Source: an optimization exercise on an open RTL-to-GDS flow (aim: small area, a short achievable clock period and few clock cycles). Production flows keep margins and buffers that such runs may drop.
The RTL was checked by simulation tests, not by an equivalence proof against the original design.
Power figures rest on the tool's default switching activity, not on a simulated workload.

==> flow/design.v <==
module div_fp64(
	input         clock,
	input         reset,
	input         valid_in,
	input  [2:0]  rm,
	input  [63:0] dividend,
	input  [63:0] divisor,
	output        valid_out,
	output [63:0] quotient,
	output        nv,
	output        dz,
	output        of,
	output        uf,
	output        nx
);
wire [10:0] ea = dividend[62:52];
wire [10:0] eb = divisor[62:52];
wire [51:0] fa = dividend[51:0];
wire [51:0] fb = divisor[51:0];
wire a_ez = ~|ea;
wire b_ez = ~|eb;
wire a_eo = &ea;
wire b_eo = &eb;
wire a_fz = ~|fa;
wire b_fz = ~|fb;
wire a_zero = a_ez & a_fz;
wire b_zero = b_ez & b_fz;
wire a_inf  = a_eo & a_fz;
wire b_inf  = b_eo & b_fz;
wire a_nan  = a_eo & ~a_fz;
wire b_nan  = b_eo & ~b_fz;
wire a_snan = a_nan & ~fa[51];
wire b_snan = b_nan & ~fb[51];
wire zero_res = (a_zero & ~b_zero & ~b_nan) | (~a_eo & b_inf);
wire inf_res  = (a_inf & ~b_eo) | (~a_eo & ~a_zero & b_zero);
wire nan_res  = a_nan | b_nan | (a_zero & b_zero) | (a_inf & b_inf);
wire special  = zero_res | inf_res | nan_res;
wire sign     = dividend[63] ^ divisor[63];
wire [52:0] xa  = {~a_ez, fa};
wire [52:0] xb  = {~b_ez, fb};
wire [10:0] ea1 = {ea[10:1], ea[0] | a_ez};
wire [10:0] eb1 = {eb[10:1], eb[0] | b_ez};
reg         s_idle, s_norm, s_iter, s_post, s_shift, s_final;
reg         vout;
reg  [56:0] WS, WC;   
reg  [6:0]  Y;        
reg  [52:0] D;        
reg  [55:0] Q;        
reg  [12:0] E;        
reg         e_lo, e_lo1, e_deep, e_ovf;
reg  [10:0] EB;
reg  [5:0]  cnt;
reg         first;
reg         st;       
reg  [3:0]  rz;       
reg         ng;       
reg         c_spec, c_zero, c_nan, c_qb, c_pa, c_pb, c_nv, c_dz, c_an;
reg         r_near, r_away, r_up;
reg         nv_r, dz_r, of_r, uf_r, nx_r;
reg  [3:0] qs;    
always @(*) begin
	case ({D[51:49], Y})
		10'd0: qs = 4'b0000;
		10'd1: qs = 4'b0000;
		10'd2: qs = 4'b0000;
		10'd3: qs = 4'b0000;
		10'd4: qs = 4'b0100;
		10'd5: qs = 4'b0100;
		10'd6: qs = 4'b0100;
		10'd7: qs = 4'b0100;
		10'd8: qs = 4'b0100;
		10'd9: qs = 4'b0100;
		10'd10: qs = 4'b0100;
		10'd11: qs = 4'b0100;
		10'd12: qs = 4'b1000;
		10'd13: qs = 4'b1000;
		10'd14: qs = 4'b1000;
		10'd15: qs = 4'b1000;
		10'd16: qs = 4'b1000;
		10'd17: qs = 4'b1000;
		10'd18: qs = 4'b1000;
		10'd19: qs = 4'b1000;
		10'd20: qs = 4'b1000;
		10'd21: qs = 4'b1000;
		10'd22: qs = 4'b1000;
		10'd23: qs = 4'b1000;
		10'd24: qs = 4'b1000;
		10'd25: qs = 4'b1000;
		10'd26: qs = 4'b1000;
		10'd27: qs = 4'b1000;
		10'd28: qs = 4'b1000;
		10'd29: qs = 4'b1000;
		10'd30: qs = 4'b1000;
		10'd31: qs = 4'b1000;
		10'd32: qs = 4'b1000;
		10'd33: qs = 4'b1000;
		10'd34: qs = 4'b1000;
		10'd35: qs = 4'b1000;
		10'd36: qs = 4'b1000;
		10'd37: qs = 4'b1000;
		10'd38: qs = 4'b1000;
		10'd39: qs = 4'b1000;
		10'd40: qs = 4'b1000;
		10'd41: qs = 4'b1000;
		10'd42: qs = 4'b1000;
		10'd43: qs = 4'b1000;
		10'd44: qs = 4'b1000;
		10'd45: qs = 4'b1000;
		10'd46: qs = 4'b1000;
		10'd47: qs = 4'b1000;
		10'd48: qs = 4'b1000;
		10'd49: qs = 4'b1000;
		10'd50: qs = 4'b1000;
		10'd51: qs = 4'b1000;
		10'd52: qs = 4'b1000;
		10'd53: qs = 4'b1000;
		10'd54: qs = 4'b1000;
		10'd55: qs = 4'b1000;
		10'd56: qs = 4'b1000;
		10'd57: qs = 4'b1000;
		10'd58: qs = 4'b1000;
		10'd59: qs = 4'b1000;
		10'd60: qs = 4'b1000;
		10'd61: qs = 4'b1000;
		10'd62: qs = 4'b1000;
		10'd63: qs = 4'b1000;
		10'd64: qs = 4'b0001;
		10'd65: qs = 4'b0001;
		10'd66: qs = 4'b0001;
		10'd67: qs = 4'b0001;
		10'd68: qs = 4'b0001;
		10'd69: qs = 4'b0001;
		10'd70: qs = 4'b0001;
		10'd71: qs = 4'b0001;
		10'd72: qs = 4'b0001;
		10'd73: qs = 4'b0001;
		10'd74: qs = 4'b0001;
		10'd75: qs = 4'b0001;
		10'd76: qs = 4'b0001;
		10'd77: qs = 4'b0001;
		10'd78: qs = 4'b0001;
		10'd79: qs = 4'b0001;
		10'd80: qs = 4'b0001;
		10'd81: qs = 4'b0001;
		10'd82: qs = 4'b0001;
		10'd83: qs = 4'b0001;
		10'd84: qs = 4'b0001;
		10'd85: qs = 4'b0001;
		10'd86: qs = 4'b0001;
		10'd87: qs = 4'b0001;
		10'd88: qs = 4'b0001;
		10'd89: qs = 4'b0001;
		10'd90: qs = 4'b0001;
		10'd91: qs = 4'b0001;
		10'd92: qs = 4'b0001;
		10'd93: qs = 4'b0001;
		10'd94: qs = 4'b0001;
		10'd95: qs = 4'b0001;
		10'd96: qs = 4'b0001;
		10'd97: qs = 4'b0001;
		10'd98: qs = 4'b0001;
		10'd99: qs = 4'b0001;
		10'd100: qs = 4'b0001;
		10'd101: qs = 4'b0001;
		10'd102: qs = 4'b0001;
		10'd103: qs = 4'b0001;
		10'd104: qs = 4'b0001;
		10'd105: qs = 4'b0001;
		10'd106: qs = 4'b0001;
		10'd107: qs = 4'b0001;
		10'd108: qs = 4'b0001;
		10'd109: qs = 4'b0001;
		10'd110: qs = 4'b0001;
		10'd111: qs = 4'b0001;
		10'd112: qs = 4'b0001;
		10'd113: qs = 4'b0001;
		10'd114: qs = 4'b0001;
		10'd115: qs = 4'b0010;
		10'd116: qs = 4'b0010;
		10'd117: qs = 4'b0010;
		10'd118: qs = 4'b0010;
		10'd119: qs = 4'b0010;
		10'd120: qs = 4'b0010;
		10'd121: qs = 4'b0010;
		10'd122: qs = 4'b0010;
		10'd123: qs = 4'b0010;
		10'd124: qs = 4'b0000;
		10'd125: qs = 4'b0000;
		10'd126: qs = 4'b0000;
		10'd127: qs = 4'b0000;
		10'd128: qs = 4'b0000;
		10'd129: qs = 4'b0000;
		10'd130: qs = 4'b0000;
		10'd131: qs = 4'b0000;
		10'd132: qs = 4'b0100;
		10'd133: qs = 4'b0100;
		10'd134: qs = 4'b0100;
		10'd135: qs = 4'b0100;
		10'd136: qs = 4'b0100;
		10'd137: qs = 4'b0100;
		10'd138: qs = 4'b0100;
		10'd139: qs = 4'b0100;
		10'd140: qs = 4'b0100;
		10'd141: qs = 4'b0100;
		10'd142: qs = 4'b1000;
		10'd143: qs = 4'b1000;
		10'd144: qs = 4'b1000;
		10'd145: qs = 4'b1000;
		10'd146: qs = 4'b1000;
		10'd147: qs = 4'b1000;
		10'd148: qs = 4'b1000;
		10'd149: qs = 4'b1000;
		10'd150: qs = 4'b1000;
		10'd151: qs = 4'b1000;
		10'd152: qs = 4'b1000;
		10'd153: qs = 4'b1000;
		10'd154: qs = 4'b1000;
		10'd155: qs = 4'b1000;
		10'd156: qs = 4'b1000;
		10'd157: qs = 4'b1000;
		10'd158: qs = 4'b1000;
		10'd159: qs = 4'b1000;
		10'd160: qs = 4'b1000;
		10'd161: qs = 4'b1000;
		10'd162: qs = 4'b1000;
		10'd163: qs = 4'b1000;
		10'd164: qs = 4'b1000;
		10'd165: qs = 4'b1000;
		10'd166: qs = 4'b1000;
		10'd167: qs = 4'b1000;
		10'd168: qs = 4'b1000;
		10'd169: qs = 4'b1000;
		10'd170: qs = 4'b1000;
		10'd171: qs = 4'b1000;
		10'd172: qs = 4'b1000;
		10'd173: qs = 4'b1000;
		10'd174: qs = 4'b1000;
		10'd175: qs = 4'b1000;
		10'd176: qs = 4'b1000;
		10'd177: qs = 4'b1000;
		10'd178: qs = 4'b1000;
		10'd179: qs = 4'b1000;
		10'd180: qs = 4'b1000;
		10'd181: qs = 4'b1000;
		10'd182: qs = 4'b1000;
		10'd183: qs = 4'b1000;
		10'd184: qs = 4'b1000;
		10'd185: qs = 4'b1000;
		10'd186: qs = 4'b1000;
		10'd187: qs = 4'b1000;
		10'd188: qs = 4'b1000;
		10'd189: qs = 4'b1000;
		10'd190: qs = 4'b1000;
		10'd191: qs = 4'b1000;
		10'd192: qs = 4'b0001;
		10'd193: qs = 4'b0001;
		10'd194: qs = 4'b0001;
		10'd195: qs = 4'b0001;
		10'd196: qs = 4'b0001;
		10'd197: qs = 4'b0001;
		10'd198: qs = 4'b0001;
		10'd199: qs = 4'b0001;
		10'd200: qs = 4'b0001;
		10'd201: qs = 4'b0001;
		10'd202: qs = 4'b0001;
		10'd203: qs = 4'b0001;
		10'd204: qs = 4'b0001;
		10'd205: qs = 4'b0001;
		10'd206: qs = 4'b0001;
		10'd207: qs = 4'b0001;
		10'd208: qs = 4'b0001;
		10'd209: qs = 4'b0001;
		10'd210: qs = 4'b0001;
		10'd211: qs = 4'b0001;
		10'd212: qs = 4'b0001;
		10'd213: qs = 4'b0001;
		10'd214: qs = 4'b0001;
		10'd215: qs = 4'b0001;
		10'd216: qs = 4'b0001;
		10'd217: qs = 4'b0001;
		10'd218: qs = 4'b0001;
		10'd219: qs = 4'b0001;
		10'd220: qs = 4'b0001;
		10'd221: qs = 4'b0001;
		10'd222: qs = 4'b0001;
		10'd223: qs = 4'b0001;
		10'd224: qs = 4'b0001;
		10'd225: qs = 4'b0001;
		10'd226: qs = 4'b0001;
		10'd227: qs = 4'b0001;
		10'd228: qs = 4'b0001;
		10'd229: qs = 4'b0001;
		10'd230: qs = 4'b0001;
		10'd231: qs = 4'b0001;
		10'd232: qs = 4'b0001;
		10'd233: qs = 4'b0001;
		10'd234: qs = 4'b0001;
		10'd235: qs = 4'b0001;
		10'd236: qs = 4'b0001;
		10'd237: qs = 4'b0001;
		10'd238: qs = 4'b0001;
		10'd239: qs = 4'b0001;
		10'd240: qs = 4'b0001;
		10'd241: qs = 4'b0010;
		10'd242: qs = 4'b0010;
		10'd243: qs = 4'b0010;
		10'd244: qs = 4'b0010;
		10'd245: qs = 4'b0010;
		10'd246: qs = 4'b0010;
		10'd247: qs = 4'b0010;
		10'd248: qs = 4'b0010;
		10'd249: qs = 4'b0010;
		10'd250: qs = 4'b0010;
		10'd251: qs = 4'b0000;
		10'd252: qs = 4'b0000;
		10'd253: qs = 4'b0000;
		10'd254: qs = 4'b0000;
		10'd255: qs = 4'b0000;
		10'd256: qs = 4'b0000;
		10'd257: qs = 4'b0000;
		10'd258: qs = 4'b0000;
		10'd259: qs = 4'b0000;
		10'd260: qs = 4'b0100;
		10'd261: qs = 4'b0100;
		10'd262: qs = 4'b0100;
		10'd263: qs = 4'b0100;
		10'd264: qs = 4'b0100;
		10'd265: qs = 4'b0100;
		10'd266: qs = 4'b0100;
		10'd267: qs = 4'b0100;
		10'd268: qs = 4'b0100;
		10'd269: qs = 4'b0100;
		10'd270: qs = 4'b0100;
		10'd271: qs = 4'b1000;
		10'd272: qs = 4'b1000;
		10'd273: qs = 4'b1000;
		10'd274: qs = 4'b1000;
		10'd275: qs = 4'b1000;
		10'd276: qs = 4'b1000;
		10'd277: qs = 4'b1000;
		10'd278: qs = 4'b1000;
		10'd279: qs = 4'b1000;
		10'd280: qs = 4'b1000;
		10'd281: qs = 4'b1000;
		10'd282: qs = 4'b1000;
		10'd283: qs = 4'b1000;
		10'd284: qs = 4'b1000;
		10'd285: qs = 4'b1000;
		10'd286: qs = 4'b1000;
		10'd287: qs = 4'b1000;
		10'd288: qs = 4'b1000;
		10'd289: qs = 4'b1000;
		10'd290: qs = 4'b1000;
		10'd291: qs = 4'b1000;
		10'd292: qs = 4'b1000;
		10'd293: qs = 4'b1000;
		10'd294: qs = 4'b1000;
		10'd295: qs = 4'b1000;
		10'd296: qs = 4'b1000;
		10'd297: qs = 4'b1000;
		10'd298: qs = 4'b1000;
		10'd299: qs = 4'b1000;
		10'd300: qs = 4'b1000;
		10'd301: qs = 4'b1000;
		10'd302: qs = 4'b1000;
		10'd303: qs = 4'b1000;
		10'd304: qs = 4'b1000;
		10'd305: qs = 4'b1000;
		10'd306: qs = 4'b1000;
		10'd307: qs = 4'b1000;
		10'd308: qs = 4'b1000;
		10'd309: qs = 4'b1000;
		10'd310: qs = 4'b1000;
		10'd311: qs = 4'b1000;
		10'd312: qs = 4'b1000;
		10'd313: qs = 4'b1000;
		10'd314: qs = 4'b1000;
		10'd315: qs = 4'b1000;
		10'd316: qs = 4'b1000;
		10'd317: qs = 4'b1000;
		10'd318: qs = 4'b1000;
		10'd319: qs = 4'b1000;
		10'd320: qs = 4'b0001;
		10'd321: qs = 4'b0001;
		10'd322: qs = 4'b0001;
		10'd323: qs = 4'b0001;
		10'd324: qs = 4'b0001;
		10'd325: qs = 4'b0001;
		10'd326: qs = 4'b0001;
		10'd327: qs = 4'b0001;
		10'd328: qs = 4'b0001;
		10'd329: qs = 4'b0001;
		10'd330: qs = 4'b0001;
		10'd331: qs = 4'b0001;
		10'd332: qs = 4'b0001;
		10'd333: qs = 4'b0001;
		10'd334: qs = 4'b0001;
		10'd335: qs = 4'b0001;
		10'd336: qs = 4'b0001;
		10'd337: qs = 4'b0001;
		10'd338: qs = 4'b0001;
		10'd339: qs = 4'b0001;
		10'd340: qs = 4'b0001;
		10'd341: qs = 4'b0001;
		10'd342: qs = 4'b0001;
		10'd343: qs = 4'b0001;
		10'd344: qs = 4'b0001;
		10'd345: qs = 4'b0001;
		10'd346: qs = 4'b0001;
		10'd347: qs = 4'b0001;
		10'd348: qs = 4'b0001;
		10'd349: qs = 4'b0001;
		10'd350: qs = 4'b0001;
		10'd351: qs = 4'b0001;
		10'd352: qs = 4'b0001;
		10'd353: qs = 4'b0001;
		10'd354: qs = 4'b0001;
		10'd355: qs = 4'b0001;
		10'd356: qs = 4'b0001;
		10'd357: qs = 4'b0001;
		10'd358: qs = 4'b0001;
		10'd359: qs = 4'b0001;
		10'd360: qs = 4'b0001;
		10'd361: qs = 4'b0001;
		10'd362: qs = 4'b0001;
		10'd363: qs = 4'b0001;
		10'd364: qs = 4'b0001;
		10'd365: qs = 4'b0001;
		10'd366: qs = 4'b0001;
		10'd367: qs = 4'b0001;
		10'd368: qs = 4'b0010;
		10'd369: qs = 4'b0010;
		10'd370: qs = 4'b0010;
		10'd371: qs = 4'b0010;
		10'd372: qs = 4'b0010;
		10'd373: qs = 4'b0010;
		10'd374: qs = 4'b0010;
		10'd375: qs = 4'b0010;
		10'd376: qs = 4'b0010;
		10'd377: qs = 4'b0010;
		10'd378: qs = 4'b0010;
		10'd379: qs = 4'b0000;
		10'd380: qs = 4'b0000;
		10'd381: qs = 4'b0000;
		10'd382: qs = 4'b0000;
		10'd383: qs = 4'b0000;
		10'd384: qs = 4'b0000;
		10'd385: qs = 4'b0000;
		10'd386: qs = 4'b0000;
		10'd387: qs = 4'b0000;
		10'd388: qs = 4'b0100;
		10'd389: qs = 4'b0100;
		10'd390: qs = 4'b0100;
		10'd391: qs = 4'b0100;
		10'd392: qs = 4'b0100;
		10'd393: qs = 4'b0100;
		10'd394: qs = 4'b0100;
		10'd395: qs = 4'b0100;
		10'd396: qs = 4'b0100;
		10'd397: qs = 4'b0100;
		10'd398: qs = 4'b0100;
		10'd399: qs = 4'b0100;
		10'd400: qs = 4'b1000;
		10'd401: qs = 4'b1000;
		10'd402: qs = 4'b1000;
		10'd403: qs = 4'b1000;
		10'd404: qs = 4'b1000;
		10'd405: qs = 4'b1000;
		10'd406: qs = 4'b1000;
		10'd407: qs = 4'b1000;
		10'd408: qs = 4'b1000;
		10'd409: qs = 4'b1000;
		10'd410: qs = 4'b1000;
		10'd411: qs = 4'b1000;
		10'd412: qs = 4'b1000;
		10'd413: qs = 4'b1000;
		10'd414: qs = 4'b1000;
		10'd415: qs = 4'b1000;
		10'd416: qs = 4'b1000;
		10'd417: qs = 4'b1000;
		10'd418: qs = 4'b1000;
		10'd419: qs = 4'b1000;
		10'd420: qs = 4'b1000;
		10'd421: qs = 4'b1000;
		10'd422: qs = 4'b1000;
		10'd423: qs = 4'b1000;
		10'd424: qs = 4'b1000;
		10'd425: qs = 4'b1000;
		10'd426: qs = 4'b1000;
		10'd427: qs = 4'b1000;
		10'd428: qs = 4'b1000;
		10'd429: qs = 4'b1000;
		10'd430: qs = 4'b1000;
		10'd431: qs = 4'b1000;
		10'd432: qs = 4'b1000;
		10'd433: qs = 4'b1000;
		10'd434: qs = 4'b1000;
		10'd435: qs = 4'b1000;
		10'd436: qs = 4'b1000;
		10'd437: qs = 4'b1000;
		10'd438: qs = 4'b1000;
		10'd439: qs = 4'b1000;
		10'd440: qs = 4'b1000;
		10'd441: qs = 4'b1000;
		10'd442: qs = 4'b1000;
		10'd443: qs = 4'b1000;
		10'd444: qs = 4'b1000;
		10'd445: qs = 4'b1000;
		10'd446: qs = 4'b1000;
		10'd447: qs = 4'b1000;
		10'd448: qs = 4'b0001;
		10'd449: qs = 4'b0001;
		10'd450: qs = 4'b0001;
		10'd451: qs = 4'b0001;
		10'd452: qs = 4'b0001;
		10'd453: qs = 4'b0001;
		10'd454: qs = 4'b0001;
		10'd455: qs = 4'b0001;
		10'd456: qs = 4'b0001;
		10'd457: qs = 4'b0001;
		10'd458: qs = 4'b0001;
		10'd459: qs = 4'b0001;
		10'd460: qs = 4'b0001;
		10'd461: qs = 4'b0001;
		10'd462: qs = 4'b0001;
		10'd463: qs = 4'b0001;
		10'd464: qs = 4'b0001;
		10'd465: qs = 4'b0001;
		10'd466: qs = 4'b0001;
		10'd467: qs = 4'b0001;
		10'd468: qs = 4'b0001;
		10'd469: qs = 4'b0001;
		10'd470: qs = 4'b0001;
		10'd471: qs = 4'b0001;
		10'd472: qs = 4'b0001;
		10'd473: qs = 4'b0001;
		10'd474: qs = 4'b0001;
		10'd475: qs = 4'b0001;
		10'd476: qs = 4'b0001;
		10'd477: qs = 4'b0001;
		10'd478: qs = 4'b0001;
		10'd479: qs = 4'b0001;
		10'd480: qs = 4'b0001;
		10'd481: qs = 4'b0001;
		10'd482: qs = 4'b0001;
		10'd483: qs = 4'b0001;
		10'd484: qs = 4'b0001;
		10'd485: qs = 4'b0001;
		10'd486: qs = 4'b0001;
		10'd487: qs = 4'b0001;
		10'd488: qs = 4'b0001;
		10'd489: qs = 4'b0001;
		10'd490: qs = 4'b0001;
		10'd491: qs = 4'b0001;
		10'd492: qs = 4'b0001;
		10'd493: qs = 4'b0001;
		10'd494: qs = 4'b0010;
		10'd495: qs = 4'b0010;
		10'd496: qs = 4'b0010;
		10'd497: qs = 4'b0010;
		10'd498: qs = 4'b0010;
		10'd499: qs = 4'b0010;
		10'd500: qs = 4'b0010;
		10'd501: qs = 4'b0010;
		10'd502: qs = 4'b0010;
		10'd503: qs = 4'b0010;
		10'd504: qs = 4'b0010;
		10'd505: qs = 4'b0010;
		10'd506: qs = 4'b0000;
		10'd507: qs = 4'b0000;
		10'd508: qs = 4'b0000;
		10'd509: qs = 4'b0000;
		10'd510: qs = 4'b0000;
		10'd511: qs = 4'b0000;
		10'd512: qs = 4'b0000;
		10'd513: qs = 4'b0000;
		10'd514: qs = 4'b0000;
		10'd515: qs = 4'b0000;
		10'd516: qs = 4'b0000;
		10'd517: qs = 4'b0000;
		10'd518: qs = 4'b0100;
		10'd519: qs = 4'b0100;
		10'd520: qs = 4'b0100;
		10'd521: qs = 4'b0100;
		10'd522: qs = 4'b0100;
		10'd523: qs = 4'b0100;
		10'd524: qs = 4'b0100;
		10'd525: qs = 4'b0100;
		10'd526: qs = 4'b0100;
		10'd527: qs = 4'b0100;
		10'd528: qs = 4'b0100;
		10'd529: qs = 4'b0100;
		10'd530: qs = 4'b1000;
		10'd531: qs = 4'b1000;
		10'd532: qs = 4'b1000;
		10'd533: qs = 4'b1000;
		10'd534: qs = 4'b1000;
		10'd535: qs = 4'b1000;
		10'd536: qs = 4'b1000;
		10'd537: qs = 4'b1000;
		10'd538: qs = 4'b1000;
		10'd539: qs = 4'b1000;
		10'd540: qs = 4'b1000;
		10'd541: qs = 4'b1000;
		10'd542: qs = 4'b1000;
		10'd543: qs = 4'b1000;
		10'd544: qs = 4'b1000;
		10'd545: qs = 4'b1000;
		10'd546: qs = 4'b1000;
		10'd547: qs = 4'b1000;
		10'd548: qs = 4'b1000;
		10'd549: qs = 4'b1000;
		10'd550: qs = 4'b1000;
		10'd551: qs = 4'b1000;
		10'd552: qs = 4'b1000;
		10'd553: qs = 4'b1000;
		10'd554: qs = 4'b1000;
		10'd555: qs = 4'b1000;
		10'd556: qs = 4'b1000;
		10'd557: qs = 4'b1000;
		10'd558: qs = 4'b1000;
		10'd559: qs = 4'b1000;
		10'd560: qs = 4'b1000;
		10'd561: qs = 4'b1000;
		10'd562: qs = 4'b1000;
		10'd563: qs = 4'b1000;
		10'd564: qs = 4'b1000;
		10'd565: qs = 4'b1000;
		10'd566: qs = 4'b1000;
		10'd567: qs = 4'b1000;
		10'd568: qs = 4'b1000;
		10'd569: qs = 4'b1000;
		10'd570: qs = 4'b1000;
		10'd571: qs = 4'b1000;
		10'd572: qs = 4'b1000;
		10'd573: qs = 4'b1000;
		10'd574: qs = 4'b1000;
		10'd575: qs = 4'b1000;
		10'd576: qs = 4'b0001;
		10'd577: qs = 4'b0001;
		10'd578: qs = 4'b0001;
		10'd579: qs = 4'b0001;
		10'd580: qs = 4'b0001;
		10'd581: qs = 4'b0001;
		10'd582: qs = 4'b0001;
		10'd583: qs = 4'b0001;
		10'd584: qs = 4'b0001;
		10'd585: qs = 4'b0001;
		10'd586: qs = 4'b0001;
		10'd587: qs = 4'b0001;
		10'd588: qs = 4'b0001;
		10'd589: qs = 4'b0001;
		10'd590: qs = 4'b0001;
		10'd591: qs = 4'b0001;
		10'd592: qs = 4'b0001;
		10'd593: qs = 4'b0001;
		10'd594: qs = 4'b0001;
		10'd595: qs = 4'b0001;
		10'd596: qs = 4'b0001;
		10'd597: qs = 4'b0001;
		10'd598: qs = 4'b0001;
		10'd599: qs = 4'b0001;
		10'd600: qs = 4'b0001;
		10'd601: qs = 4'b0001;
		10'd602: qs = 4'b0001;
		10'd603: qs = 4'b0001;
		10'd604: qs = 4'b0001;
		10'd605: qs = 4'b0001;
		10'd606: qs = 4'b0001;
		10'd607: qs = 4'b0001;
		10'd608: qs = 4'b0001;
		10'd609: qs = 4'b0001;
		10'd610: qs = 4'b0001;
		10'd611: qs = 4'b0001;
		10'd612: qs = 4'b0001;
		10'd613: qs = 4'b0001;
		10'd614: qs = 4'b0001;
		10'd615: qs = 4'b0001;
		10'd616: qs = 4'b0001;
		10'd617: qs = 4'b0001;
		10'd618: qs = 4'b0001;
		10'd619: qs = 4'b0001;
		10'd620: qs = 4'b0010;
		10'd621: qs = 4'b0010;
		10'd622: qs = 4'b0010;
		10'd623: qs = 4'b0010;
		10'd624: qs = 4'b0010;
		10'd625: qs = 4'b0010;
		10'd626: qs = 4'b0010;
		10'd627: qs = 4'b0010;
		10'd628: qs = 4'b0010;
		10'd629: qs = 4'b0010;
		10'd630: qs = 4'b0010;
		10'd631: qs = 4'b0010;
		10'd632: qs = 4'b0010;
		10'd633: qs = 4'b0010;
		10'd634: qs = 4'b0000;
		10'd635: qs = 4'b0000;
		10'd636: qs = 4'b0000;
		10'd637: qs = 4'b0000;
		10'd638: qs = 4'b0000;
		10'd639: qs = 4'b0000;
		10'd640: qs = 4'b0000;
		10'd641: qs = 4'b0000;
		10'd642: qs = 4'b0000;
		10'd643: qs = 4'b0000;
		10'd644: qs = 4'b0000;
		10'd645: qs = 4'b0000;
		10'd646: qs = 4'b0100;
		10'd647: qs = 4'b0100;
		10'd648: qs = 4'b0100;
		10'd649: qs = 4'b0100;
		10'd650: qs = 4'b0100;
		10'd651: qs = 4'b0100;
		10'd652: qs = 4'b0100;
		10'd653: qs = 4'b0100;
		10'd654: qs = 4'b0100;
		10'd655: qs = 4'b0100;
		10'd656: qs = 4'b0100;
		10'd657: qs = 4'b0100;
		10'd658: qs = 4'b0100;
		10'd659: qs = 4'b0100;
		10'd660: qs = 4'b1000;
		10'd661: qs = 4'b1000;
		10'd662: qs = 4'b1000;
		10'd663: qs = 4'b1000;
		10'd664: qs = 4'b1000;
		10'd665: qs = 4'b1000;
		10'd666: qs = 4'b1000;
		10'd667: qs = 4'b1000;
		10'd668: qs = 4'b1000;
		10'd669: qs = 4'b1000;
		10'd670: qs = 4'b1000;
		10'd671: qs = 4'b1000;
		10'd672: qs = 4'b1000;
		10'd673: qs = 4'b1000;
		10'd674: qs = 4'b1000;
		10'd675: qs = 4'b1000;
		10'd676: qs = 4'b1000;
		10'd677: qs = 4'b1000;
		10'd678: qs = 4'b1000;
		10'd679: qs = 4'b1000;
		10'd680: qs = 4'b1000;
		10'd681: qs = 4'b1000;
		10'd682: qs = 4'b1000;
		10'd683: qs = 4'b1000;
		10'd684: qs = 4'b1000;
		10'd685: qs = 4'b1000;
		10'd686: qs = 4'b1000;
		10'd687: qs = 4'b1000;
		10'd688: qs = 4'b1000;
		10'd689: qs = 4'b1000;
		10'd690: qs = 4'b1000;
		10'd691: qs = 4'b1000;
		10'd692: qs = 4'b1000;
		10'd693: qs = 4'b1000;
		10'd694: qs = 4'b1000;
		10'd695: qs = 4'b1000;
		10'd696: qs = 4'b1000;
		10'd697: qs = 4'b1000;
		10'd698: qs = 4'b1000;
		10'd699: qs = 4'b1000;
		10'd700: qs = 4'b1000;
		10'd701: qs = 4'b1000;
		10'd702: qs = 4'b1000;
		10'd703: qs = 4'b1000;
		10'd704: qs = 4'b0001;
		10'd705: qs = 4'b0001;
		10'd706: qs = 4'b0001;
		10'd707: qs = 4'b0001;
		10'd708: qs = 4'b0001;
		10'd709: qs = 4'b0001;
		10'd710: qs = 4'b0001;
		10'd711: qs = 4'b0001;
		10'd712: qs = 4'b0001;
		10'd713: qs = 4'b0001;
		10'd714: qs = 4'b0001;
		10'd715: qs = 4'b0001;
		10'd716: qs = 4'b0001;
		10'd717: qs = 4'b0001;
		10'd718: qs = 4'b0001;
		10'd719: qs = 4'b0001;
		10'd720: qs = 4'b0001;
		10'd721: qs = 4'b0001;
		10'd722: qs = 4'b0001;
		10'd723: qs = 4'b0001;
		10'd724: qs = 4'b0001;
		10'd725: qs = 4'b0001;
		10'd726: qs = 4'b0001;
		10'd727: qs = 4'b0001;
		10'd728: qs = 4'b0001;
		10'd729: qs = 4'b0001;
		10'd730: qs = 4'b0001;
		10'd731: qs = 4'b0001;
		10'd732: qs = 4'b0001;
		10'd733: qs = 4'b0001;
		10'd734: qs = 4'b0001;
		10'd735: qs = 4'b0001;
		10'd736: qs = 4'b0001;
		10'd737: qs = 4'b0001;
		10'd738: qs = 4'b0001;
		10'd739: qs = 4'b0001;
		10'd740: qs = 4'b0001;
		10'd741: qs = 4'b0001;
		10'd742: qs = 4'b0001;
		10'd743: qs = 4'b0001;
		10'd744: qs = 4'b0001;
		10'd745: qs = 4'b0001;
		10'd746: qs = 4'b0001;
		10'd747: qs = 4'b0001;
		10'd748: qs = 4'b0010;
		10'd749: qs = 4'b0010;
		10'd750: qs = 4'b0010;
		10'd751: qs = 4'b0010;
		10'd752: qs = 4'b0010;
		10'd753: qs = 4'b0010;
		10'd754: qs = 4'b0010;
		10'd755: qs = 4'b0010;
		10'd756: qs = 4'b0010;
		10'd757: qs = 4'b0010;
		10'd758: qs = 4'b0010;
		10'd759: qs = 4'b0010;
		10'd760: qs = 4'b0010;
		10'd761: qs = 4'b0010;
		10'd762: qs = 4'b0000;
		10'd763: qs = 4'b0000;
		10'd764: qs = 4'b0000;
		10'd765: qs = 4'b0000;
		10'd766: qs = 4'b0000;
		10'd767: qs = 4'b0000;
		10'd768: qs = 4'b0000;
		10'd769: qs = 4'b0000;
		10'd770: qs = 4'b0000;
		10'd771: qs = 4'b0000;
		10'd772: qs = 4'b0000;
		10'd773: qs = 4'b0000;
		10'd774: qs = 4'b0100;
		10'd775: qs = 4'b0100;
		10'd776: qs = 4'b0100;
		10'd777: qs = 4'b0100;
		10'd778: qs = 4'b0100;
		10'd779: qs = 4'b0100;
		10'd780: qs = 4'b0100;
		10'd781: qs = 4'b0100;
		10'd782: qs = 4'b0100;
		10'd783: qs = 4'b0100;
		10'd784: qs = 4'b0100;
		10'd785: qs = 4'b0100;
		10'd786: qs = 4'b0100;
		10'd787: qs = 4'b0100;
		10'd788: qs = 4'b1000;
		10'd789: qs = 4'b1000;
		10'd790: qs = 4'b1000;
		10'd791: qs = 4'b1000;
		10'd792: qs = 4'b1000;
		10'd793: qs = 4'b1000;
		10'd794: qs = 4'b1000;
		10'd795: qs = 4'b1000;
		10'd796: qs = 4'b1000;
		10'd797: qs = 4'b1000;
		10'd798: qs = 4'b1000;
		10'd799: qs = 4'b1000;
		10'd800: qs = 4'b1000;
		10'd801: qs = 4'b1000;
		10'd802: qs = 4'b1000;
		10'd803: qs = 4'b1000;
		10'd804: qs = 4'b1000;
		10'd805: qs = 4'b1000;
		10'd806: qs = 4'b1000;
		10'd807: qs = 4'b1000;
		10'd808: qs = 4'b1000;
		10'd809: qs = 4'b1000;
		10'd810: qs = 4'b1000;
		10'd811: qs = 4'b1000;
		10'd812: qs = 4'b1000;
		10'd813: qs = 4'b1000;
		10'd814: qs = 4'b1000;
		10'd815: qs = 4'b1000;
		10'd816: qs = 4'b1000;
		10'd817: qs = 4'b1000;
		10'd818: qs = 4'b1000;
		10'd819: qs = 4'b1000;
		10'd820: qs = 4'b1000;
		10'd821: qs = 4'b1000;
		10'd822: qs = 4'b1000;
		10'd823: qs = 4'b1000;
		10'd824: qs = 4'b1000;
		10'd825: qs = 4'b1000;
		10'd826: qs = 4'b1000;
		10'd827: qs = 4'b1000;
		10'd828: qs = 4'b1000;
		10'd829: qs = 4'b1000;
		10'd830: qs = 4'b1000;
		10'd831: qs = 4'b1000;
		10'd832: qs = 4'b0001;
		10'd833: qs = 4'b0001;
		10'd834: qs = 4'b0001;
		10'd835: qs = 4'b0001;
		10'd836: qs = 4'b0001;
		10'd837: qs = 4'b0001;
		10'd838: qs = 4'b0001;
		10'd839: qs = 4'b0001;
		10'd840: qs = 4'b0001;
		10'd841: qs = 4'b0001;
		10'd842: qs = 4'b0001;
		10'd843: qs = 4'b0001;
		10'd844: qs = 4'b0001;
		10'd845: qs = 4'b0001;
		10'd846: qs = 4'b0001;
		10'd847: qs = 4'b0001;
		10'd848: qs = 4'b0001;
		10'd849: qs = 4'b0001;
		10'd850: qs = 4'b0001;
		10'd851: qs = 4'b0001;
		10'd852: qs = 4'b0001;
		10'd853: qs = 4'b0001;
		10'd854: qs = 4'b0001;
		10'd855: qs = 4'b0001;
		10'd856: qs = 4'b0001;
		10'd857: qs = 4'b0001;
		10'd858: qs = 4'b0001;
		10'd859: qs = 4'b0001;
		10'd860: qs = 4'b0001;
		10'd861: qs = 4'b0001;
		10'd862: qs = 4'b0001;
		10'd863: qs = 4'b0001;
		10'd864: qs = 4'b0001;
		10'd865: qs = 4'b0001;
		10'd866: qs = 4'b0001;
		10'd867: qs = 4'b0001;
		10'd868: qs = 4'b0001;
		10'd869: qs = 4'b0001;
		10'd870: qs = 4'b0001;
		10'd871: qs = 4'b0001;
		10'd872: qs = 4'b0001;
		10'd873: qs = 4'b0001;
		10'd874: qs = 4'b0010;
		10'd875: qs = 4'b0010;
		10'd876: qs = 4'b0010;
		10'd877: qs = 4'b0010;
		10'd878: qs = 4'b0010;
		10'd879: qs = 4'b0010;
		10'd880: qs = 4'b0010;
		10'd881: qs = 4'b0010;
		10'd882: qs = 4'b0010;
		10'd883: qs = 4'b0010;
		10'd884: qs = 4'b0010;
		10'd885: qs = 4'b0010;
		10'd886: qs = 4'b0010;
		10'd887: qs = 4'b0010;
		10'd888: qs = 4'b0010;
		10'd889: qs = 4'b0010;
		10'd890: qs = 4'b0000;
		10'd891: qs = 4'b0000;
		10'd892: qs = 4'b0000;
		10'd893: qs = 4'b0000;
		10'd894: qs = 4'b0000;
		10'd895: qs = 4'b0000;
		10'd896: qs = 4'b0000;
		10'd897: qs = 4'b0000;
		10'd898: qs = 4'b0000;
		10'd899: qs = 4'b0000;
		10'd900: qs = 4'b0000;
		10'd901: qs = 4'b0000;
		10'd902: qs = 4'b0000;
		10'd903: qs = 4'b0000;
		10'd904: qs = 4'b0100;
		10'd905: qs = 4'b0100;
		10'd906: qs = 4'b0100;
		10'd907: qs = 4'b0100;
		10'd908: qs = 4'b0100;
		10'd909: qs = 4'b0100;
		10'd910: qs = 4'b0100;
		10'd911: qs = 4'b0100;
		10'd912: qs = 4'b0100;
		10'd913: qs = 4'b0100;
		10'd914: qs = 4'b0100;
		10'd915: qs = 4'b0100;
		10'd916: qs = 4'b0100;
		10'd917: qs = 4'b0100;
		10'd918: qs = 4'b0100;
		10'd919: qs = 4'b0100;
		10'd920: qs = 4'b1000;
		10'd921: qs = 4'b1000;
		10'd922: qs = 4'b1000;
		10'd923: qs = 4'b1000;
		10'd924: qs = 4'b1000;
		10'd925: qs = 4'b1000;
		10'd926: qs = 4'b1000;
		10'd927: qs = 4'b1000;
		10'd928: qs = 4'b1000;
		10'd929: qs = 4'b1000;
		10'd930: qs = 4'b1000;
		10'd931: qs = 4'b1000;
		10'd932: qs = 4'b1000;
		10'd933: qs = 4'b1000;
		10'd934: qs = 4'b1000;
		10'd935: qs = 4'b1000;
		10'd936: qs = 4'b1000;
		10'd937: qs = 4'b1000;
		10'd938: qs = 4'b1000;
		10'd939: qs = 4'b1000;
		10'd940: qs = 4'b1000;
		10'd941: qs = 4'b1000;
		10'd942: qs = 4'b1000;
		10'd943: qs = 4'b1000;
		10'd944: qs = 4'b1000;
		10'd945: qs = 4'b1000;
		10'd946: qs = 4'b1000;
		10'd947: qs = 4'b1000;
		10'd948: qs = 4'b1000;
		10'd949: qs = 4'b1000;
		10'd950: qs = 4'b1000;
		10'd951: qs = 4'b1000;
		10'd952: qs = 4'b1000;
		10'd953: qs = 4'b1000;
		10'd954: qs = 4'b1000;
		10'd955: qs = 4'b1000;
		10'd956: qs = 4'b1000;
		10'd957: qs = 4'b1000;
		10'd958: qs = 4'b1000;
		10'd959: qs = 4'b1000;
		10'd960: qs = 4'b0001;
		10'd961: qs = 4'b0001;
		10'd962: qs = 4'b0001;
		10'd963: qs = 4'b0001;
		10'd964: qs = 4'b0001;
		10'd965: qs = 4'b0001;
		10'd966: qs = 4'b0001;
		10'd967: qs = 4'b0001;
		10'd968: qs = 4'b0001;
		10'd969: qs = 4'b0001;
		10'd970: qs = 4'b0001;
		10'd971: qs = 4'b0001;
		10'd972: qs = 4'b0001;
		10'd973: qs = 4'b0001;
		10'd974: qs = 4'b0001;
		10'd975: qs = 4'b0001;
		10'd976: qs = 4'b0001;
		10'd977: qs = 4'b0001;
		10'd978: qs = 4'b0001;
		10'd979: qs = 4'b0001;
		10'd980: qs = 4'b0001;
		10'd981: qs = 4'b0001;
		10'd982: qs = 4'b0001;
		10'd983: qs = 4'b0001;
		10'd984: qs = 4'b0001;
		10'd985: qs = 4'b0001;
		10'd986: qs = 4'b0001;
		10'd987: qs = 4'b0001;
		10'd988: qs = 4'b0001;
		10'd989: qs = 4'b0001;
		10'd990: qs = 4'b0001;
		10'd991: qs = 4'b0001;
		10'd992: qs = 4'b0001;
		10'd993: qs = 4'b0001;
		10'd994: qs = 4'b0001;
		10'd995: qs = 4'b0001;
		10'd996: qs = 4'b0001;
		10'd997: qs = 4'b0001;
		10'd998: qs = 4'b0001;
		10'd999: qs = 4'b0001;
		10'd1000: qs = 4'b0010;
		10'd1001: qs = 4'b0010;
		10'd1002: qs = 4'b0010;
		10'd1003: qs = 4'b0010;
		10'd1004: qs = 4'b0010;
		10'd1005: qs = 4'b0010;
		10'd1006: qs = 4'b0010;
		10'd1007: qs = 4'b0010;
		10'd1008: qs = 4'b0010;
		10'd1009: qs = 4'b0010;
		10'd1010: qs = 4'b0010;
		10'd1011: qs = 4'b0010;
		10'd1012: qs = 4'b0010;
		10'd1013: qs = 4'b0010;
		10'd1014: qs = 4'b0010;
		10'd1015: qs = 4'b0010;
		10'd1016: qs = 4'b0000;
		10'd1017: qs = 4'b0000;
		10'd1018: qs = 4'b0000;
		10'd1019: qs = 4'b0000;
		10'd1020: qs = 4'b0000;
		10'd1021: qs = 4'b0000;
		10'd1022: qs = 4'b0000;
		10'd1023: qs = 4'b0000;
		default: qs = 4'b0000;
	endcase
end
wire qp2 = qs[3];
wire qp1 = qs[2];
wire qn1 = qs[1];
wire qn2 = qs[0];
wire qpos = qp2 | qp1;
wire qneg = qn1 | qn2;
wire [57:0] d4 = {3'b0, D, 2'b0};
wire [57:0] d8 = {2'b0, D, 3'b0};
wire [57:0] mop = ({58{qp1}} & ~d4) | ({58{qp2}} & ~d8) | ({58{qn1}} & d4) | ({58{qn2}} & d8);
wire [57:0] wa = {WS[55:0], 2'b0};
wire [57:0] wb = {WC[55:0], 2'b0};
wire [57:0] ws_n = wa ^ wb ^ mop;
wire [57:0] wc_n = {((wa & wb) | (wa & mop) | (wb & mop)), qpos};
function [6:0] est;
	input [7:0] a, b, m;    
	reg   [6:0] s, c;
	begin
		s   = a[7:1] ^ b[7:1] ^ m[7:1];
		c   = (a[6:0] & b[6:0]) | (a[6:0] & m[6:0]) | (b[6:0] & m[6:0]);
		est = s + c;
	end
endfunction
wire [7:0] ea8 = wa[55:48];
wire [7:0] eb8 = wb[55:48];
wire [6:0] y_p2 = est(ea8, eb8, ~d8[55:48]);
wire [6:0] y_p1 = est(ea8, eb8, ~d4[55:48]);
wire [6:0] y_z  = est(ea8, eb8, 8'd0);
wire [6:0] y_m1 = est(ea8, eb8, d4[55:48]);
wire [6:0] y_m2 = est(ea8, eb8, d8[55:48]);
wire [6:0] y_n  = ({7{qp2}} & y_p2) | ({7{qp1}} & y_p1) | ({7{~qpos & ~qneg}} & y_z) |
                  ({7{qn1}} & y_m1) | ({7{qn2}} & y_m2);
wire [53:0] qdec = Q[53:0] - 54'd1;
wire [1:0]  qd   = {qp2 | qn2 | qn1, qp1 | qn1};
wire [55:0] q_it = {(qneg ? qdec : Q[53:0]), qd};
wire        stop = ((cnt == 6'd27) & c_an) | q_it[55] | q_it[54];
wire [56:0] wsum  = WS + WC;
wire        wneg  = wsum[56];
wire [3:0]  wnz   = {|wsum[56:43], |wsum[42:29], |wsum[28:15], |wsum[14:0]};
function lt_c;
	input [12:0] e;
	input [12:0] c;
	integer i;
	reg lt, eq;
	reg [12:0] u, v;
	begin
		u = e ^ 13'h1000;
		v = c ^ 13'h1000;
		lt = 1'b0;
		eq = 1'b1;
		for (i = 12; i >= 0; i = i - 1) begin
			lt = lt | (eq & ~u[i] & v[i]);
			eq = eq & (u[i] == v[i]);
		end
		lt_c = lt;
	end
endfunction
wire        shift_post = Q[55] | Q[54] | e_lo;
wire        sh_more    = s_post ? (shift_post & (Q[55] | e_lo1)) : (~e_deep & (e_lo1 | Q[55]));
reg         m_sub, m_dec;    
reg  [12:0] e_inc, e_dec;
integer j;
always @(*) begin
	for (j = 0; j < 13; j = j + 1) begin
		e_inc[j] = E[j] ^ (&(E | ~((13'd1 << j) - 13'd1)));
		e_dec[j] = (j == 0) ? E[0] : (E[j] ^ ~|(E & ((13'd1 << j) - 13'd2)));
	end
end
wire [12:0] e_sub = E - {2'b0, EB};
wire        m_inc = s_norm | (s_post & shift_post) | (s_shift & ~e_deep);
reg  [12:0] e_nx;      
always @(*) begin
	if (m_sub)
		e_nx = e_sub;
	else if (m_dec)
		e_nx = e_dec;
	else if (m_inc)
		e_nx = e_inc;
	else if (s_shift)
		e_nx = -13'sd1075;
	else
		e_nx = E;
end
wire        borrow = ng & ~Q[0];
wire        rb   = Q[0] ^ ng;
wire        lsb  = Q[1] ^ borrow;
wire        stk  = st | (|rz) | ng;
wire        inx  = rb | stk;
wire        up   = r_near ? (rb & (stk | lsb | r_away)) : (r_up & inx);
wire        inc  = up & ~borrow;
wire        dec  = ~up & borrow;
wire [10:0] ebias = E[10:0] + 11'd1076;
wire [10:0] ef   = Q[53] ? ebias : 11'd0;
wire [62:0] pk   = {ef, Q[52:1]};
reg  [62:0] ones, zeros;    
integer k;
always @(*) begin
	ones[0] = 1'b1;
	zeros[0] = 1'b1;
	for (k = 1; k < 63; k = k + 1) begin
		ones[k]  = ones[k-1] & pk[k-1];
		zeros[k] = zeros[k-1] & ~pk[k-1];
	end
end
wire [62:0] sum  = pk ^ ({63{inc}} & ones) ^ ({63{dec}} & zeros);
wire        ovf  = e_ovf | (inc & ones[52] & (ef == 11'h7fe));
wire        unf  = ((ef == 11'd0) & ~(inc & ones[52])) | ((ef == 11'd1) & dec & zeros[52]);
wire [50:0] payload = ({51{c_pa}} & fa[50:0]) | ({51{c_pb}} & fb[50:0]) | {50'd0, ~c_pa & ~c_pb};
wire [63:0] res_special = {sign, {11{~c_zero}}, (c_nan ? {c_qb, payload} : 52'd0)};
wire [63:0] res_normal  = ovf ? {sign, 11'h7ff, 52'd0} : {sign, sum};
wire [63:0] res = c_spec ? res_special : res_normal;
always @(posedge clock or posedge reset) begin
	if (reset) begin
		s_idle  <= 1'b1;
		s_norm  <= 1'b0;
		s_iter  <= 1'b0;
		s_post  <= 1'b0;
		s_shift <= 1'b0;
		s_final <= 1'b0;
		vout    <= 1'b0;
	end else begin
		vout    <= s_final;
		s_idle  <= (s_idle & ~valid_in) | s_final;
		s_norm  <= (s_idle & valid_in & ~xb[52]) | (s_norm & ~c_spec & ~D[51]);
		s_iter  <= (s_idle & valid_in & xb[52]) | (s_norm & ~c_spec & D[51]) | (s_iter & ~c_spec & ~stop);
		s_post  <= s_iter & ~c_spec & stop;
		s_shift <= (s_post | s_shift) & sh_more;
		s_final <= (s_norm & c_spec) | (s_iter & c_spec) | ((s_post | s_shift) & ~sh_more);
	end
end
always @(posedge clock) begin
	c_spec <= special;
	c_an   <= ~a_ez;
	c_zero <= zero_res;
	c_nan  <= nan_res;
	c_qb   <= ~(a_snan | b_snan);
	c_pa   <= a_nan;
	c_pb   <= ~a_nan & b_nan;
	c_nv   <= nan_res;
	c_dz   <= ~a_eo & ~a_zero & b_zero;
	r_near <= (rm == 3'd0) | (rm == 3'd4);
	r_away <= rm[2];
	r_up   <= ((rm == 3'd3) & ~sign) | ((rm == 3'd2) & sign);
	EB     <= eb1;
	first  <= s_idle | s_norm;
	m_sub  <= (s_idle & valid_in & xb[52]) | (s_norm & D[51]);
	m_dec  <= s_iter & ~stop;
	nv_r   <= c_nv;
	dz_r   <= c_dz;
	of_r   <= ~c_spec & ovf;
	uf_r   <= ~c_spec & ~ovf & unf & inx;
	nx_r   <= ~c_spec & (ovf | inx);
	E      <= s_idle ? {2'b0, ea1} : e_nx;
	e_lo   <= lt_c(e_nx, -13'sd1075);      
	e_lo1  <= lt_c(e_nx, -13'sd1076);      
	e_deep <= lt_c(e_nx, -13'sd1140);      
	e_ovf  <= ~lt_c(e_nx, 13'sd971);       
	if (s_iter) begin
		WS <= ws_n[56:0];
		WC <= wc_n[56:0];
		Y  <= y_n;
	end else if (s_final) begin
		WS <= res[56:0];
		WC <= {50'd0, res[63:57]};
		Y  <= {3'b0, xa[52:49]};
	end else begin
		WS <= {4'b0, xa};
		WC <= 57'd0;
		Y  <= {3'b0, xa[52:49]};
	end
	if (s_idle)
		D <= xb;
	else if (s_norm)
		D <= {D[51:0], 1'b0};
	if (s_idle) begin
		Q   <= 56'd0;
		cnt <= 6'd0;
	end
	if (s_iter) begin
		Q   <= q_it;
		cnt <= cnt + 6'd1;
	end
	if (s_post) begin
		rz <= wnz;
		if (shift_post) begin
			Q  <= {1'b0, Q[55:1]};
			st <= Q[0];
			ng <= wneg & ~Q[0];
		end else begin
			st <= 1'b0;
			ng <= wneg;
		end
	end
	if (s_shift) begin
		if (e_deep) begin
			Q  <= 56'd0;
			st <= 1'b1;
			ng <= 1'b0;
		end else begin
			Q  <= {1'b0, Q[55:1]};
			st <= st | Q[0];
			ng <= ng & ~Q[0];
		end
	end
end
assign valid_out = vout;
assign quotient  = {WC[6:0], WS};
assign nv = nv_r;
assign dz = dz_r;
assign of = of_r;
assign uf = uf_r;
assign nx = nx_r;
endmodule
==> flow/flow/run.sh <==
#!/bin/bash
set -euo pipefail
cd "$(dirname "$0")/.."
bash standard.sh synth > flow_synth.log 2>&1
bash standard.sh finish 'BUFFER_PORTS_ARGS=-buffer_cell sky130_fd_sc_hd__buf_1' SETUP_SLACK_MARGIN=7.5 > flow_layout.log 2>&1
==> flow/standard.sh <==
#!/bin/bash
# synth_recipe.tcl (not shown) runs the flow's synth.tcl, then flattens the netlist and writes it again
# the make line also repeats each setting of config.mk as NAME=value (left out here)
make -C /OpenROAD-flow-scripts/flow DESIGN_CONFIG=/design/flow/config.mk WORK_HOME=/design/flow/orfs CLKGATE_MAP_FILE= SYNTH_SCRIPT=/design/flow/synth_recipe.tcl "${@:-finish}"
==> flow/config.mk <==
export PLATFORM = sky130hd
export DESIGN_NAME = div_fp64
export DESIGN_NICKNAME = div_fp64
export VERILOG_FILES = /design/flow/design.v
export SDC_FILE = /design/flow/constraint.sdc
export NUM_CORES = 8
export LEC_CHECK = 0
export CAP_MARGIN = 20
export CORE_MARGIN = 2
export CORE_UTILIZATION = 40
export SETUP_SLACK_MARGIN = 0.2
export SLEW_MARGIN = 20
==> flow/constraint.sdc <==
create_clock -name core_clock -period 11.0 [get_ports {clock}]
set_input_delay 2.2000 -clock core_clock [delete_from_list [all_inputs] [get_ports {clock}]]
set_output_delay 2.2000 -clock core_clock [all_outputs]
set_load 0.01 [all_outputs]
==> metrics.yaml, run 1 <==
detailed_routing:
  wl_met1_mm: 39.32
  vias_per_cell: 5.972
  wl_met2_mm: 42.23
  postRouteAntennaNets: 0
  routed_wl_mm: 92.01
  num_vias: 24280
  dr.max_layer_used: "met5"
  wl_per_cell_um: 22.63
  first_pass_iters: 8
  drt-initial-drc-count: 2429
  drc_errors: 0
  route.met3.wl_mm: 6.902
floorplan:
  die_area_um2: 64050
  num_io_pins: 204
  num_rows: 91
  coreArea_um2: 61480
  die_w_um: 253.1
  start_util_pct: 40.37
  dieHeight_um: 253.1
clock_network:
  htree_num_levels: 2
  clkTransAtPathRegs_ps: 60
  cts.sinks: 295
  ctsRootBufferMaster: "clkbuf_16"
  cts_buffer_depth: 3
  clk_latency_ps: 600
  cts_hold_buf: 0
  cts_buffers: 40
  cts_tree: "yes"
finish:
  nets: 3584
  nFillCells: 6147
  syn_to_final_growth_pct: 14.48
  instances_no_fill: 4066
  drive_above_1_share_pct: 11.60
  layout_commonest_cell: "nor2_1"
  layout_common_cells: "nor2_1 (392), a21oi_1 (245), inv_1 (229)"
  diodes: 0
  fin_area_um2: 28410
timing:
  fmax_ghz: 0.2866
  layout_min_cycle_time_ps: 3490
  worstMarginPinSlew_ps: 1122
  post-route-period-util_pct: 31.72
  drv_slew: 0
  relSlewSlack_pct: 25.06
  finalHoldViolations: 0
  setup_violations: 0
  fin_tns_setup_ps: 0
  rsz0062_at_grt: "true"
  fin_ws_ps: 7510
  fin_skew_ps: 40.84
  hold_ws_ps: 427.0
setup_path:
  crit_path_max_fanout: 3
  worst_ep_required_time_ps: 8800
  critPathMaxStageDelay_ps: 420
  cp-startpoint: "WC[3]"
  timing.rr.end: "rz[3]"
  r2r_start: "WS[0]"
  crit_chain: "buf_2"
  rrSetupSlack_ps: 7530
  cp-end-kind: "output port"
  crit_path_start_kind: "flip-flop"
  crit_arrival_ps: 1290
  cpMaxStageDelayCell: "dfxtp_1"
  crit_path_end: "quotient[60]"
  worstRegToRegCells: 12
  worst-path-stages: 1
  path_delay_family: "flip-flops"
  crit_buf_inv: 1
  path_class: "flip-flop to output port"
grt:
  grt_first_pass_wirelength_mm: 138.6
  grt_max_degree: 65
  grt.total_usage_pct: 27.90
  antenna_found_initial: 2
  overflow: 0
  grt_pass1_vias: 22760
pwr:
  p_leak_nw: 10.85
  irDropWorstVdd_uv: 169.0
  p_per_area_nw_per_um2: 310.3
place:
  place_congestion: 0.9321
  place_worst_setup_slack_ps: 6319
  hpwl_mm: 66.24
  dp.cells: 3949
  portBuffers: 203
  placed_area_um2: 25920
worst_hold_path:
  hp-class: "flip-flop to flip-flop"
yosys:
  yosysWarnings: 1
  syn_inst: 3141
  synth_flop_cell: "dfxtp_1"
  avgSynthCellArea_um2: 7.902
  async_flop_share_pct: 2.373
  synth.net_count: 3481
  synth_seq_cells: 295
  yosysUniqueCellTypes: 89
  netlist_area_um2: 24820
  synth_edf_count: 65
  yosysSeqAreaShare_pct: 26.56
status:
  outcome: "complete, no violations"
run:
  cap_violations: 0
[repair_timing]
| action | 4_1_cts | 5_1_grt |
|---|---|---|
| cloned | 0 | 2 |
| setup buffers | 19 | 22 |
| setup endpoints to repair | 165 | 126 |
| pin swaps | 18 | 31 |
| resized for setup | 81 | 131 |
[cells in the mapped netlist (all sizes together) (29+ instances only)]
cell type / instances / area share, %
nor3: 79 / 1.7
nand4: 36 / 0.93
a21oi: 260 / 5.2
dfxtp: 223 / 18
ha: 114 / 5.7
a31oi: 32 / 0.81
clkbuf: 171 / 2.6
nand3: 83 / 1.7
xnor2: 142 / 5.0
buf: 41 / 0.99
a211oi: 116 / 3.5
nor4: 55 / 1.6
a21o: 37 / 1.1
and3: 29 / 0.73
mux2: 49 / 2.2
edfxtp: 65 / 7.9
or3: 35 / 0.88
nor2: 397 / 6.0
a22oi: 66 / 2.0
inv: 235 / 3.6
fa: 92 / 7.4
nand2: 163 / 2.5
xor2: 57 / 2.0
o21ai: 215 / 4.3
[stage by stage]
step / utilization, % / total power, mW
final: 46.21 / 8.817
after global routing: 46.21 / 9.467
after CTS: 45.13 / 8.512
after detailed placement: 42.16 / 6.992
after global placement: 42.15 / 6.980
after floorplan: - / 5.494
[cell type report]
class                           count  area [µm²]  area share (%)
Multi-Input combinational cell   2397       17110           60.22
Sequential cell                   295        6645           23.39
Timing Repair Buffer              273        1413           4.972
Clock buffer                       49        1097           3.862
Tap cell                          790       988.4           3.479
Inverter                          237       895.9           3.153
Clock inverter                     25       262.8          0.9248
[layer usage]
layer | global-route usage (%) | up-vias
li1 | - | 11450
met1 | 38.07 | 11730
met2 | 44.89 | 936
met3 | 3.947 | 166
met4 | 10.06 | 4
met5 | 0 | -
[where the power goes]
| part | switching [mW] | internal, mW | total (mW) |
|---|---|---|---|
| logic | 3.27 | 2.05 | 5.33 |
| registers | 0.627 | 1.49 | 2.11 |
| clock network | 0.563 | 0.811 | 1.37 |
| total | 4.46 | 4.35 | 8.82 |
[how the worst min path moves through the flow]
| stage | from | endpoint | slack [ps] | depth (start not counted) |
|---|---|---|---|---|
| 2_1_floorplan | c_dz | dz_r | 310 | 0 |
| 3_3_place_gp | c_dz | dz_r | 410 | 0 |
| 3_5_place_dp | c_dz | dz_r | 410 | 0 |
| 4_1_cts | c_dz | dz_r | 420 | 0 |
| 5_1_grt | c_dz | dz_r | 430 | 0 |
| 6_report | c_dz | dz_r | 430 | 0 |
[flip-flops by register name, indices dropped and copies added, names as in the netlist, 6 cells and up]
| signal | count |
|---|---|
| WS | 57 |
| Q | 56 |
| D | 53 |
| EB | 11 |
| cnt | 6 |
| WC | 57 |
| Y | 7 |
| E | 13 |
[cell families (layout without fill, tap and decap cells)]
logic type	after synthesis	in the layout	share of synthesized area, %
adder cells (fa/ha/maj)	207	207	13.21
multiplexers	64	64	2.828
AO/OA/AOI/OAI	940	940	24.17
flip-flops	295	295	26.56
buffers and inverters	449	584	7.209
AND/OR/NAND/NOR	987	987	19.00
XOR/XNOR	199	199	7.023
Testbench counts, summed over its fixed seeds: cycles 379,545.
==> run 2, diff against run 1 <==
--- a/flow/design.v
+++ b/flow/design.v
@@ -1123,6 +1123,20 @@
 wire [55:0] q_it = {(qneg ? qdec : Q[53:0]), qd};
-wire        stop = ((cnt == 6'd27) & c_an) | q_it[55] | q_it[54];
-wire [56:0] wsum  = WS + WC;
-wire        wneg  = wsum[56];
-wire [3:0]  wnz   = {|wsum[56:43], |wsum[42:29], |wsum[28:15], |wsum[14:0]};
+wire        stop = ((cnt == 6'd27) & c_an) | q_it[55] | q_it[54] | (e_le3 & ~first);
+wire [56:0] rp = WS ^ WC;
+wire [56:0] rg = WS & WC;
+wire [56:0] rt = WS | WC;
+wire [56:0] zc = rp ^ {rt[55:0], 1'b0};
+reg  [63:0] tg, tp;
+integer lv, ix;
+always @(*) begin
+	tg = {8'd0, rg[55:0]};
+	tp = {8'hff, rt[55:0]};
+	for (lv = 1; lv < 64; lv = lv * 2)
+		for (ix = 0; ix < 64; ix = ix + 2 * lv) begin
+			tg[ix + 2*lv - 1] = tg[ix + 2*lv - 1] | (tp[ix + 2*lv - 1] & tg[ix + lv - 1]);
+			tp[ix + 2*lv - 1] = tp[ix + 2*lv - 1] & tp[ix + lv - 1];
+		end
+end
+wire        wneg  = rp[56] ^ tg[63];
+wire [3:0]  wnz   = {|zc[56:43], |zc[42:29], |zc[28:15], |zc[14:0]};
 function lt_c;
@@ -1171,2 +1185,7 @@
 end
+wire        eo_ovf = ~lt_c(e_nx, 13'sd1025);      
+wire        eo_unf = lt_c(e_nx, -13'sd1075);      
+wire        i_out  = c_spec | (m_sub & (eo_ovf | eo_unf));
+reg         x_ovf, x_unf;
+reg         e_le3;
 wire        borrow = ng & ~Q[0];
@@ -1198,3 +1217,5 @@
 wire [63:0] res_normal  = ovf ? {sign, 11'h7ff, 52'd0} : {sign, sum};
-wire [63:0] res = c_spec ? res_special : res_normal;
+wire [63:0] res_ovf = {sign, 11'h7ff, 52'd0};
+wire [63:0] res_unf = {sign, 11'd0, 51'd0, r_up};
+wire [63:0] res = c_spec ? res_special : (x_ovf ? res_ovf : (x_unf ? res_unf : res_normal));
 always @(posedge clock or posedge reset) begin
@@ -1212,6 +1233,6 @@
 		s_norm  <= (s_idle & valid_in & ~xb[52]) | (s_norm & ~c_spec & ~D[51]);
-		s_iter  <= (s_idle & valid_in & xb[52]) | (s_norm & ~c_spec & D[51]) | (s_iter & ~c_spec & ~stop);
-		s_post  <= s_iter & ~c_spec & stop;
+		s_iter  <= (s_idle & valid_in & xb[52]) | (s_norm & ~c_spec & D[51]) | (s_iter & ~i_out & ~stop);
+		s_post  <= s_iter & ~i_out & stop;
 		s_shift <= (s_post | s_shift) & sh_more;
-		s_final <= (s_norm & c_spec) | (s_iter & c_spec) | ((s_post | s_shift) & ~sh_more);
+		s_final <= (s_norm & c_spec) | (s_iter & i_out) | ((s_post | s_shift) & ~sh_more);
 	end
@@ -1237,7 +1258,10 @@
 	dz_r   <= c_dz;
-	of_r   <= ~c_spec & ovf;
-	uf_r   <= ~c_spec & ~ovf & unf & inx;
-	nx_r   <= ~c_spec & (ovf | inx);
+	of_r   <= ~c_spec & (x_ovf | (~x_unf & ovf));
+	uf_r   <= ~c_spec & (x_unf | (~x_ovf & ~ovf & unf & inx));
+	nx_r   <= ~c_spec & (x_ovf | x_unf | ovf | inx);
+	x_ovf  <= s_iter & m_sub & eo_ovf;
+	x_unf  <= s_iter & m_sub & eo_unf;
 	E      <= s_idle ? {2'b0, ea1} : e_nx;
 	e_lo   <= lt_c(e_nx, -13'sd1075);      
+	e_le3  <= lt_c(e_nx, -13'sd1072);      
 	e_lo1  <= lt_c(e_nx, -13'sd1076);      
==> metrics.yaml, run 2 <==
yosys:
  synth_edf_count: 65
  yosysUniqueCellTypes: 90
  synth_seq_cells: 299
  synth.net_count: 3375
  yosysTopAreaCellShare_pct: 18.54
  synth.area.top_cells: "dfxtp_1 (19%), ha_1 (8.6%), edfxtp_1 (8.0%), fa_1 (7.2%), xnor2_1 (5.5%)"
  avgSynthCellArea_um2: 8.214
  yosysWarnings: 1
  async_flop_share_pct: 2.341
  yosysSeqAreaShare_pct: 27.22
  netlist_area_um2: 24510
  syn_inst: 2984
  synth_area_leader_cell: "dfxtp_1"
  synthTopCellsByCount: "nor2_1 (298), inv_1 (246), dfxtp_1 (227), o21ai_0 (197), nand2_1 (194)"
  synth_most_common_cell: "nor2_1"
  synth_flop_cell: "dfxtp_1"
finish:
  top_regs: "WC x57, WS x57, Q x56"
  final_util_pct: 46.10
  instances_no_fill: 3922
  drive_above_1_share_pct: 10.51
  nets: 3501
  nFillCells: 5922
  seqCellArea_um2: 6721
  layout_common_cells: "nor2_1 (290), inv_1 (240), dfxtp_1 (205)"
  multi_input_area_um2: 16540
  layout_commonest_cell: "nor2_1"
  syn_to_final_growth_pct: 13.74
status:
  outcome: "complete, no violations"
clock_network:
  cts_buffers: 37
  clk_latency_ps: 560
  ctsRootBufferMaster: "clkbuf_16"
  cts.sinks: 299
  cts_hold_buf: 0
  clkTransAtPathRegs_ps: 60
  cts_tree: "yes"
  htree_num_levels: 2
  cts_buffer_depth: 3
setup_path:
  crit_path_start_kind: "input pin"
  rrSetupSlack_ps: 7530
  worst_ep_required_time_ps: 11460
  path_class: "input pin to flip-flop"
  crit_arrival_ps: 3980
  cp-end-kind: "flip-flop"
  crit_path_max_fanout: 4
detailed_routing:
  routed_wl_mm: 93.62
  drt-initial-drc-count: 2697
  first_pass_iters: 6
  vias_per_cell: 6.116
  wl_per_cell_um: 23.87
  drc_errors: 0
  num_vias: 23990
  postRouteAntennaNets: 0
timing:
  rsz0062_at_grt: "false"
  fin_skew_ps: 21.72
  layout_min_cycle_time_ps: 3527
  fin_tns_setup_ps: 0
  drv_slew: 0
  relSlewSlack_pct: 28.87
  post-route-period-util_pct: 32.07
  finalHoldViolations: 0
  fmax_ghz: 0.2835
  setup_violations: 0
  worstMarginPinSlew_ps: 1064
run:
  cap_violations: 0
grt:
  antenna_found_initial: 4
  grt_pass1_vias: 22960
  grt.total_usage_pct: 28.63
  overflow: 0
  grt_first_pass_wirelength_mm: 140.2
  grt_max_degree: 79
place:
  place_congestion: 0.9777
  dp.cells: 3797
  hpwl_mm: 68.67
  portBuffers: 203
worst_hold_path:
  hp-class: "flip-flop to flip-flop"
pwr:
  power_switching_mw: 1.777
  p_leak_nw: 10.39
  p_seq_share_pct: 36.1
  intPower_mw: 2.610
  p_per_area_nw_per_um2: 157.4
  power_frac_comb_pct: 35.2
  power_frac_clock_pct: 28.7
  irDropWorstVdd_uv: 136.3
  swShare_pct: 40.51
floorplan:
  num_rows: 90
  die_area_um2: 63270
  num_io_pins: 204
  dieHeight_um: 251.5
  die_w_um: 251.5
  coreArea_um2: 60470
  start_util_pct: 40.53
[run 2: cell count changes after synthesis, moves of 24 or more]
cell      delta
nor2_1      -99
nand2_1     +32
nor4_1      +31
a211oi_1    -24
a21oi_1     -93
ha_1        +55
[run 2: path summary, 6_finish.rpt]
path                         startpoint      to  depth (start not counted)
max in group asynchronous         reset  s_iter                          2
setup / recovery           dividend[12]    c_dz                          8
min in group asynchronous         reset  s_norm                          2
hold reg to reg                   c_nan    nv_r                          0
hold / removal                    c_nan    nv_r                          0
setup reg to reg                   Y[5]    Y[1]                          8
[run 2: repair_timing]
item	CTS	global route
gates resized for setup	54	62
setup buffers	23	30
pin swaps	9	20
endpoints found under the setup margin	159	87
cloned	1	1
[run 2: layout make-up]
cell class                      count  share of cell area [%]
Inverter                          248                   3.375
Clock buffer                       60                   4.107
Clock inverter                      8                  0.2558
Timing Repair Buffer              291                   5.283
Multi-Input combinational cell   2233                   59.35
Tap cell                          782                   3.510
Antenna cell                        1                0.008977
Sequential cell                   299                   24.11
[run 2: worst max-delay path, stage by stage]
cell and delay [ps]:
buf_1 120, nor4_2 580, nand4_1 300, nor4_4 350, and2_1 230, inv_1 70
nand2_1 70, nor2_1 60
[run 2: cells by family (layout without fill, tap and decap cells)]
group | after synthesis | after routing | synth area share [%]
xor gates and xnor gates | 218 | 218 | 7.821
muxes | 64 | 64 | 2.884
other | 0 | 1 | 0
AOI/OAI and AO/OA | 785 | 786 | 21.15
DFF | 299 | 299 | 27.22
buffers and inverters | 454 | 607 | 7.152
adders and majority gates | 257 | 257 | 15.82
and+or+nand+nor | 907 | 908 | 17.95
[run 2: layer usage]
| metal | vias up | wire, µm | global-route usage [%] |
|---|---|---|---|
| met1 | 11650 | 40120 | 40.24 |
| met5 | - | 38 | 0 |
| met2 | 1252 | 41450 | 44.26 |
| li1 | 10890 | - | - |
| met4 | 6 | 2953 | 8.656 |
| met3 | 197 | 9066 | 5.643 |
[run 2: power groups by stage]
stage	Clock (mW)	Sequential, mW	Combinational, mW
2_1_floorplan	0	1.34	1.18
3_3_place_gp	0	1.58	1.37
3_5_place_dp	0	1.58	1.38
4_1_cts	1.26	1.57	1.43
5_1_grt	1.30	1.61	1.66
6_report	1.26	1.58	1.54
[run 2: stage by stage]
step | area [µm²] | worst slack (ps) | total power, mW | hold slack (ps)
final | 27880 | 7473 | 4.386 | 492.3
after global placement | 25740 | 6613 | 2.948 | 472.3
after global routing | 27870 | 7488 | 4.572 | 496.4
after floorplan | 24510 | 7500 | 2.518 | 309.6
after detailed placement | 25740 | 6606 | 2.968 | 464.7
after CTS | 27400 | 7496 | 4.255 | 477.2
Testbench counts of run 2, summed over its fixed seeds: cycles 289,191.

[afterwards: timing with drivers on the ports]
Ports are ideal in the flow. The routed layouts listed here were re-timed in OpenROAD. Step 1: set_driving_cell puts a clkbuf_16 on clock and a buf_2 on each other input, an assumption about the parent block. Step 2 moves the port delays by t, midway between the first and last clock arrival at a register: inputs arrive t later, outputs are due t later. That takes back most of the time a late clock gives input paths. Slacks: ideal / step 1 / step 2; pairs: ideal / step 1.
run | t, ns | setup WS [ns] | hold WS [ns] | worst setup path after step 2 | clock arrival spread, ns
run 1 | 0.639 | 7.510 / 7.451 / 6.926 | 0.427 / 0.427 / 0.427 | input to register | 0.041 / 0.041
run 2 | 0.617 | 7.473 / 7.508 / 6.895 | 0.492 / 0.492 / 0.492 | input to register | 0.022 / 0.022
After both steps setup and hold are still met in every run listed. For run 1, which loses most, drivers alone change the setup slack by -0.059 ns; drivers and shift together by -0.584 ns.
